This design comes from an exercise in tuning for small area on the open sky130 flow, not from production work. Function was checked by simulation only, so behaviour that the tests miss may differ from the original. Power is estimated from default activity; no workload was simulated.

**flow/run.sh**
```bash
#!/bin/bash
# synth_recipe.tcl (not shown) runs the flow's synth.tcl, then flattens the netlist and writes it again
# the make line also repeats each setting of config.mk as NAME=value (left out here)
make -C /OpenROAD-flow-scripts/flow DESIGN_CONFIG=/design/flow/config.mk WORK_HOME=/design/flow/orfs CLKGATE_MAP_FILE= SYNTH_SCRIPT=/design/flow/synth_recipe.tcl finish
```
**flow/config.mk**
```make
export PLATFORM = sky130hd
export DESIGN_NAME = uart_box
export DESIGN_NICKNAME = uart_box
export VERILOG_FILES = /design/flow/design.v
export SDC_FILE = /design/flow/constraint.sdc
export NUM_CORES = 4
export LEC_CHECK = 0
export CAP_MARGIN = 20
export CORE_MARGIN = 2
export CORE_UTILIZATION = 50
export SLEW_MARGIN = 20
```
**flow/constraint.sdc**
```tcl
create_clock -name core_clock -period 10.0 [get_ports {CLK}]
set_input_delay 2.0000 -clock core_clock [delete_from_list [all_inputs] [get_ports {CLK}]]
set_output_delay 2.0000 -clock core_clock [all_outputs]
set_load 0.01 [all_outputs]
```
**flow/design.v**
```verilog
module serial_tx_box
(
input  wire       CLK,
input  wire       RST,
input  wire       I_STB,
input  wire [7:0] I_DATA,
output wire       I_ACK,
output wire       O_TxD,
input  wire       TICK,
input  wire [4:0] PH
);
reg  [255:0] rg;
reg  [5:0]   wp;
reg  [5:0]   rp;
wire [7:0]   tap    = rg[255:248];
wire         wmatch = (wp[4:0] == PH);
wire         rmatch = (rp[4:0] == PH);
wire         empty  = (wp == rp);
wire         full   = (wp[5] != rp[5]) && (wp[4:0] == rp[4:0]);
reg  [9:0]   sh;
reg          txd;
reg  [2:0]   sub;
wire         bnd    = TICK && (sub == 3'd7);
wire         shfree = (sh == 10'd0);
wire         ld     = shfree && rmatch && !empty;
wire         wr     = I_STB && wmatch && (!full || ld);
always@(posedge CLK)
 rg <= {rg[247:0], wr ? I_DATA : tap};
always@(posedge CLK or posedge RST)
 if(RST)        wp <= 6'd0;
 else if(wr)    wp <= wp + 6'd1;
always@(posedge CLK or posedge RST)
 if(RST)        rp <= 6'd0;
 else if(ld)    rp <= rp + 6'd1;
always@(posedge CLK or posedge RST)
 if(RST)        sub <= 3'd0;
 else if(TICK)  sub <= sub + 3'd1;
always@(posedge CLK or posedge RST)
 if(RST)                sh <= 10'd0;
 else if(bnd && !shfree) sh <= {1'b0, sh[9:1]};
 else if(ld)            sh <= {1'b1, tap, 1'b0};
always@(posedge CLK or posedge RST)
 if(RST)                txd <= 1'b1;
 else if(bnd && !shfree) txd <= sh[0];
assign I_ACK = wr;
assign O_TxD = txd;
endmodule
module serial_rx_box
(
input  wire       CLK,
input  wire       RST,
input  wire       I_RxD,
output wire       O_STB,
output wire [7:0] O_DATA,
input  wire       O_ACK,
input  wire       TICK,
input  wire [4:0] PH
);
reg          act;
reg  [6:0]   cnt;
reg  [7:0]   sh;
reg          pend;
wire         smp    = TICK && act && (cnt[2:0] == 3'd3);
wire         dbit   = (cnt[6:3] != 4'd0) && (cnt[6:3] != 4'd9);
reg  [255:0] rg;
reg  [5:0]   wp;
reg  [5:0]   rp;
wire [7:0]   tap    = rg[255:248];
wire         empty  = (wp == rp);
wire         full   = (wp[5] != rp[5]) && (wp[4:0] == rp[4:0]);
wire         wr     = pend && !full && (wp[3:0] == PH[3:0]);
wire         wr0    = wr && (wp[4] == PH[4]);
wire         wr16   = wr && (wp[4] != PH[4]);
reg  [7:0]   od;
reg          ostb;
wire         take   = ostb && O_ACK;
wire         rd     = (rp[4:0] == PH) && !empty && (!ostb || take);
always@(posedge CLK or posedge RST)
 if(RST)                       act <= 1'b0;
 else if(!act && TICK && !I_RxD) act <= 1'b1;
 else if(smp && cnt[6:3] == 4'd9) act <= 1'b0;
always@(posedge CLK or posedge RST)
 if(RST)                       cnt <= 7'd0;
 else if(!act)                 cnt <= 7'd0;
 else if(TICK)                 cnt <= cnt + 7'd1;
always@(posedge CLK)
 if(smp && dbit)               sh <= {I_RxD, sh[7:1]};
always@(posedge CLK or posedge RST)
 if(RST)                       pend <= 1'b0;
 else if(smp && cnt[6:3] == 4'd8) pend <= 1'b1;
 else if(wr)                   pend <= 1'b0;
always@(posedge CLK)
 rg <= {rg[247:128], wr16 ? sh : rg[127:120], rg[119:0], wr0 ? sh : tap};
always@(posedge CLK or posedge RST)
 if(RST)        wp <= 6'd0;
 else if(wr)    wp <= wp + 6'd1;
always@(posedge CLK or posedge RST)
 if(RST)        rp <= 6'd0;
 else if(rd)    rp <= rp + 6'd1;
always@(posedge CLK)
 if(rd)         od <= tap;
always@(posedge CLK or posedge RST)
 if(RST)        ostb <= 1'b0;
 else if(rd)    ostb <= 1'b1;
 else if(take)  ostb <= 1'b0;
assign O_STB  = ostb;
assign O_DATA = od;
endmodule
module uart_box
(
input  wire        CLK,
input  wire        RST,
input  wire        I_STB,
input  wire [7:0]  I_DATA,
output wire        I_ACK,
output wire        O_TxD,
input  wire        I_RxD,
output wire        O_STB,
output wire [7:0]  O_DATA,
input  wire        O_ACK,
input  wire [15:0] CFG_CLK_DIV
);
reg  [15:0] pc;
wire        tick = (pc == 16'd1);
always@(posedge CLK or posedge RST)
 if(RST)        pc <= 16'd1;
 else if(tick)  pc <= CFG_CLK_DIV;
 else           pc <= pc - 16'd1;
reg  [4:0]  ph;
always@(posedge CLK or posedge RST)
 if(RST)        ph <= 5'd0;
 else           ph <= ph + 5'd1;
serial_tx_box tx
(
.CLK        (CLK),
.RST        (RST),
.I_STB      (I_STB),
.I_DATA     (I_DATA),
.I_ACK      (I_ACK),
.O_TxD      (O_TxD),
.TICK       (tick),
.PH         (ph)
);
serial_rx_box rx
(
.CLK        (CLK),
.RST        (RST),
.I_RxD      (I_RxD),
.O_STB      (O_STB),
.O_DATA     (O_DATA),
.O_ACK      (O_ACK),
.TICK       (tick),
.PH         (ph)
);
endmodule
```
==> results.cfg <==
[placed_design]
io_buffer_count = 39
dpl.hpwl_mm = 9.97
place.gp.congestion = 0.740

[synthesis]
synth_edf_count = 16
syn_avg_cell_area_um2 = 16.1
ys_ff_latch = 597
yosys-top-cells-area = dfxtp_1, dfrtp_1, edfxtp_1, xnor2_1, mux2_2
ys_seq_area_share_pct = 85.3
syn_area_um2 = 14600
synth_top_area_share_pct = 70.2
synthArstFlopShare_pct = 11.6
synth_ff_type = dfxtp_1
synth_area_leader_cell = dfxtp_1
synth_cell_types = 43
ys_warn_count = 3
synthCells = 909
syn-num-nets = 949

[setup_path]
crit_arrival_ns = 3.59
critPathSlowestCell = clkdlybuf4s50_1
end_kind = output pin
r2r-start = pc[7]
path_common_cell = clkdlybuf4s50_1
path_cells = clkdlybuf4s50_1, and3_1, o31ai_2, buf_4, inv_1, clkdlybuf4s50_1
crit_start = I_STB
max_stage_delay_ns = 0.55
crit_type = primary input to output pin
startpoint_type = primary input
rrSetupSlack_ns = 7.34
critPathMaxFanout = 12
critPathRequiredTime_ns = 8.00

[pwr]
irDropWorstVdd_mv = 0.153
power_mw = 4.64
p_per_area_nw_per_um2 = 269
power_leakage_nw = 7.16

[clock_network]
cts_buffers = 54
clk_latency_ns = 0.55
clock_sinks = 597
cts_buffer_depth = 3
h-tree-depth = 2
cts_hold_buf = 0
cts_resized = 0
path_clk_slew_ns = 0.06
cts_root_buffer = clkbuf_16
tritoncts = yes
post_cts_buffers = 0

[routing]
vias = 6069
routed_wirelength_mm = 17.8
detail-route-antenna-nets = 0
drcViolationCount = 0
dr.first_iter.drc_count = 308
wl_per_cell_um = 12.6
viasPerCell = 4.30
dr.pass1.iters = 4

[run_status]
outcome = timing/DRC/antenna clean

[die]
die-area_um2 = 30600
die_y_um = 175
placementRows = 62
core_region_area_um2 = 28700
start_util_pct = 50.9
ios = 40
die_w_um = 175

[finish]
area_growth_pct = 17.9
drive_gt1_share_pct = 12.1
n_antenna_cell = 0
fin_nets = 1024
fillers = 2234

[timing]
fmax_ghz = 0.179
finalClockSkew_ns = 0.0258
holdWs_ns = 0.313
maxSlewViolCount = 0
tightest_slew_ns = 0.923
rsz0062_at_grt = false
period_share_pct = 55.9
finalSetupTns_ns = 0
finalSetupViolCount = 0
post-route-min-period_ns = 5.59
max_slew_margin_pct = 38.5
hold_viol = 0

[hold_path]
hold_class = register to register
hp-start = rx.rg[245]

[job]
maxCapViolCount = 0

[global_routing]
grt_usage_pct = 11.9
grt_first_pass_wirelength_mm = 29.6
antenna_found_initial = 0
grt_pass1_vias = 5858
grt.overflow.total = 0
grt_max_degree = 70
## area by class of cell
class                           instances  area [um^2]  area share (%)
Clock buffer                           86         1650            9.56
Timing Repair Buffer                   41          405            2.35
Multi-Input combinational cell        282         2030            11.8
Inverter                                8         30.0           0.174
Tap cell                              384          480            2.79
Sequential cell                       597        12500            72.3
Clock inverter                         13          174            1.01
## kinds of logic after synthesis
group	share of synthesized area [%]
buffers and inverters	0.865
XOR/XNOR	4.32
multiplexers	2.31
AO/OA/AOI/OAI	1.92
adder cells (fa/ha/maj)	0.942
flip-flops	85.3
AND/OR/NAND/NOR	4.36
## cells in the final DEF, fill, tap and decap left out, drive strengths merged, types with 2 or more instances in the layout
cell	netlist	layout
and3	5	5
nor2	34	34
nor4	10	10
buf	8	2
or3	4	4
o21ai	2	2
nand4	6	6
or2	2	2
o21a	4	4
clkinv	0	6
dfxtp	512	512
mux2	30	30
dfstp	2	2
o31ai	3	3
dfrtp	67	67
xor2	27	27
clkinvlp	0	2
nand3	19	19
bufinv	0	4
a21boi	3	3
inv	8	9
nand2	22	22
ha	11	11
or4	2	2
nand2b	2	2
and2	5	5
clkdlybuf4s50	0	39
edfxtp	16	16
nand3b	3	3
clkbuf	14	86
nor3	7	7
xnor2	45	45
a21oi	31	31
## synth_stat cells, types with 2 or more instances
cell      count
nand2_1      22
a21boi_1      2
dfrtp_1      67
and2_1        5
ha_1         11
or3_1         4
nand3b_1      3
dfxtp_1     512
o21ai_0       2
nor4_1        9
clkbuf_1     14
nand3_1      18
and3_1        5
o31ai_1       3
o21a_1        4
buf_1         2
nand2b_1      2
inv_1         8
xor2_1       27
nor2_1       34
nand4_1       5
a21oi_1      31
edfxtp_1     16
xnor2_1      45
nor3_1        6
buf_2         5
dfstp_2       2
mux2_2       30
## through the flow
step           area (um^2)  cells  util [%]  setup WS [ns]
6_report             17200   1411      60.0           4.41
5_1_grt              17200   1411      60.0           4.33
4_1_cts              17200   1411      60.0           4.39
3_5_place_dp         15400   1312      53.7           4.40
3_3_place_gp         15400   1312      53.7           4.38
2_1_floorplan        14600    909         -           5.63
## sequential cells by signal (all words and copies together) (netlist names)
register	flops
rx.rg	256
tx.rg	256
pc	16
tx.sh	10
rx.od	8
rx.sh	8
rx.cnt	7
rx.rp	6
rx.wp	6
tx.rp	6
tx.wp	6
ph	5
tx.sub	3
rx.act	1
rx.ostb	1
rx.pend	1
tx.txd	1
## final timing paths
check / to / cells after the start
worst max-delay path: I_ACK / 6
worst min-delay path: rx.rg[253] / 0
worst max register to register: rx.sh[5] / 4
worst min register to register: rx.rg[253] / 0
max in group asynchronous: tx.sh[3] / 3
min in group asynchronous: pc[4] / 3
## worst max-delay path: cells and delay by family
family                 cells  cell delay, ns
AOI/OAI and AO/OA          1            0.06
buffers and inverters      4            1.36
and+or+nand+nor            1            0.16
## power by group
part	switching (mW)	internal (mW)	total [mW]
clock	0.811	1.23	2.04
sequential	0.0385	2.44	2.48
combinational	0.0546	0.0618	0.116
total	0.904	3.73	4.64
## routing by layer
layer  vias to the layer above  track usage, %  part of all wire [%]
met3                        29            2.98                   3.7
met5                         -               0                     0
met4                         0            4.55                   2.1
met2                        89            16.4                    40
li1                       3103               -                     -
met1                      2848            18.2                    54

[re-timing with driven ports]
Ports are ideal in the flow. The routed layout listed here was re-timed in OpenROAD. Step 1 (the two cells are an assumption about what drives the block):
set clk [get_ports {CLK}]
set_driving_cell -lib_cell sky130_fd_sc_hd__clkbuf_16 $clk
set_driving_cell -lib_cell sky130_fd_sc_hd__buf_2 [delete_from_list [all_inputs] $clk]
Step 2 moves the port delays by t, midway between the first and last clock arrival at a register: inputs arrive t later, outputs are due t later. That takes back most of the time a late clock gives input paths. a / b / c = ideal / step 1 / step 2; a / b = the first two.
t (ns): 0.587
slack for setup (ns): 4.407 / 4.381 / 4.381
latest minus earliest clock arrival (ns): 0.026 / 0.027
After both steps this run still meets setup and hold. The setup slack of this run moves by -0.026 ns with the drivers and by -0.026 ns with both steps.
